This design comes from an exercise in tuning for small area on the open sky130 flow, not from production work. The RTL was checked by simulation tests, not by an equivalence proof against the original design. No activity file was given, so power comes from the tool's default toggle rates.

==> build 31 <==
==> flow/design.v (excerpt) <==
module processor (
    input clk, reset,
    output [31:0] Result,        
    output [7:0] pc,             
    input [31:0] instruction,    
    output mem_read,             
    output mem_write,            
    output [31:0] mem_wdata,     
    input [31:0] mem_rdata       
);
==> module WriteDec, before the edit <==
module WriteDec (
    input reset, en,
    input [4:0] addr,
    output [31:0] we, hold
);
    wire wen = en & ~reset;
    wire resetn = ~reset;
    wire [3:0] ph = {wen & addr[4] & addr[3], wen & addr[4] & ~addr[3],
                     wen & ~addr[4] & addr[3], wen & ~addr[4] & ~addr[3]};
    wire [7:0] pl;
    genvar k;
    generate
        for (k = 0; k < 8; k = k + 1) begin : lo
            assign pl[k] = (addr[2:0] == k);
        end
        for (k = 0; k < 32; k = k + 1) begin : dec
            wire nwe;
            AND2 w (.a(ph[k / 8]), .b(pl[k % 8]), .y(we[k]));
            NAND2 n (.a(ph[k / 8]), .b(pl[k % 8]), .y(nwe));
            AND2 h (.a(nwe), .b(resetn), .y(hold[k]));
        end
    endgenerate
endmodule
==> module ReadDec, before the edit <==
module ReadDec (
    input [4:0] addr,
    output [31:0] sel
);
    wire [3:0] ph;
    wire [7:0] pl;
    genvar k;
    generate
        for (k = 0; k < 4; k = k + 1) begin : hi
            assign ph[k] = (addr[4:3] == k);
        end
        for (k = 0; k < 8; k = k + 1) begin : lo
            assign pl[k] = (addr[2:0] == k);
        end
        for (k = 0; k < 32; k = k + 1) begin : dec
            AND2 a (.a(ph[k / 8]), .b(pl[k % 8]), .y(sel[k]));
        end
    endgenerate
endmodule
==> module AND2, before the edit <==
module AND2 (input a, b, output y);
    assign y = a & b;
endmodule
==> module NAND2, before the edit <==
module NAND2 (input a, b, output y);
    assign y = ~(a & b);
endmodule
==> flow/config.mk <==
export PLATFORM = sky130hd
export DESIGN_NAME = processor
export DESIGN_NICKNAME = processor
export VERILOG_FILES = /design/flow/design.v
export SDC_FILE = /design/flow/constraint.sdc
export NUM_CORES = 4
export LEC_CHECK = 0
export CAP_MARGIN = 5
export CORE_MARGIN = 2
export CORE_UTILIZATION = 50
export CTS_CLUSTER_DIAMETER = 100
export CTS_CLUSTER_SIZE = 26
export SLEW_MARGIN = 5
export SYNTH_HIERARCHICAL = 1
==> flow/constraint.sdc <==
create_clock -name core_clock -period 14.0 [get_ports {clk}]
set_input_delay 2.8000 -clock core_clock [delete_from_list [all_inputs] [get_ports {clk}]]
set_output_delay 2.8000 -clock core_clock [all_outputs]
set_load 0.01 [all_outputs]
standard.sh (not shown) runs the stock make flow with config.mk's settings and CLKGATE_MAP_FILE= SYNTH_SCRIPT=/design/flow/synth_recipe.tcl, a recipe that flattens the netlist after the stock synthesis.
==> flow/flow/run.sh <==
#!/bin/bash
set -euo pipefail
export BUFFER_PORTS_ARGS="-buffer_cell sky130_fd_sc_hd__buf_1"
bash standard.sh > standard.log 2>&1
==> inputs of build 15, as changes to build 31 <==
--- a/flow/design.v
+++ b/flow/design.v
@@ -351,18 +351,9 @@
 );
     wire wen = en & ~reset;
-    wire resetn = ~reset;
-    wire [3:0] ph = {wen & addr[4] & addr[3], wen & addr[4] & ~addr[3],
-                     wen & ~addr[4] & addr[3], wen & ~addr[4] & ~addr[3]};
-    wire [7:0] pl;
     genvar k;
     generate
-        for (k = 0; k < 8; k = k + 1) begin : lo
-            assign pl[k] = (addr[2:0] == k);
-        end
         for (k = 0; k < 32; k = k + 1) begin : dec
-            wire nwe;
-            AND2 w (.a(ph[k / 8]), .b(pl[k % 8]), .y(we[k]));
-            NAND2 n (.a(ph[k / 8]), .b(pl[k % 8]), .y(nwe));
-            AND2 h (.a(nwe), .b(resetn), .y(hold[k]));
+            assign we[k]   = wen & (addr == k);
+            assign hold[k] = ~(wen & (addr == k)) & ~reset;
         end
     endgenerate
@@ -372,25 +363,11 @@
     output [31:0] sel
 );
-    wire [3:0] ph;
-    wire [7:0] pl;
     genvar k;
     generate
-        for (k = 0; k < 4; k = k + 1) begin : hi
-            assign ph[k] = (addr[4:3] == k);
-        end
-        for (k = 0; k < 8; k = k + 1) begin : lo
-            assign pl[k] = (addr[2:0] == k);
-        end
         for (k = 0; k < 32; k = k + 1) begin : dec
-            AND2 a (.a(ph[k / 8]), .b(pl[k % 8]), .y(sel[k]));
+            assign sel[k] = (addr == k);
         end
     endgenerate
 endmodule
-module AND2 (input a, b, output y);
-    assign y = a & b;
-endmodule
-module NAND2 (input a, b, output y);
-    assign y = ~(a & b);
-endmodule
 module RegBit (
     input clk, we, hold, d,
CTS_CLUSTER_SIZE = 24   (was 26)
==> summary of the runs <==
Build 31 finished but failed the layout checks on capacitance limit, slew limit. Build 15 finished clean.
Between build 31 and build 15, the lower hold slack is in build 15 (gap 0.016 ns).
In build 15 the non-clock buffer count is lower than in build 31, by 2.
Of build 31 and build 15, build 31 has the higher worst setup slack (gap 0.13 ns).
In critical path depth, build 15 and build 31 do not differ.
Clock-buffer cell count: build 15 is higher than build 31 (6).
Of build 15 and build 31, build 31 has the higher global-route usage (gap 0.80 points).
Against build 31, the clock skew of build 15 is higher by 0.00079 ns.
Of build 15 and build 31, build 31 has the higher area after synthesis (gap about 0.44%, measured against build 31).
Between build 15 and build 31, the lower combinational power is in build 31 (gap 5.5%, measured against build 31).
In build 31 the fmax is larger than in build 15, by about 1.2%.
First-iteration DRC count: build 15 is lower than build 31 (about 2.2%).

## re-timing with driven ports
The flow's constraints put no driver on any port. The routed layouts listed below were extracted and timed again, unchanged, in two steps.
Step 1, drivers: a clkbuf_16 drives clk and a buf_2 each remaining input, both assumed.
Step 2 times the ports against the registers' clock, not the clock port: input delays grow and output delays shrink by t, the midpoint of the rising clock arrivals with the driver on.
Three values: ideal ports, drivers, drivers and shift; two values: the first two.
| run | shift t [ns] | setup slack, ns | worst hold slack (ns) | slew at the worst register clock pin (ns) |
|---|---|---|---|---|
| build 31 | 0.732 | 2.447 / 2.311 / 2.311 | 0.502 / 0.502 / 0.502 | 0.12 / 0.12 |
| build 15 | 0.711 | 2.313 / 2.200 / 2.200 | 0.486 / 0.486 / 0.486 | 0.10 / 0.10 |
The setup slack of build 31, which loses most, moves by -0.136 ns with the drivers and by -0.136 ns with both steps.
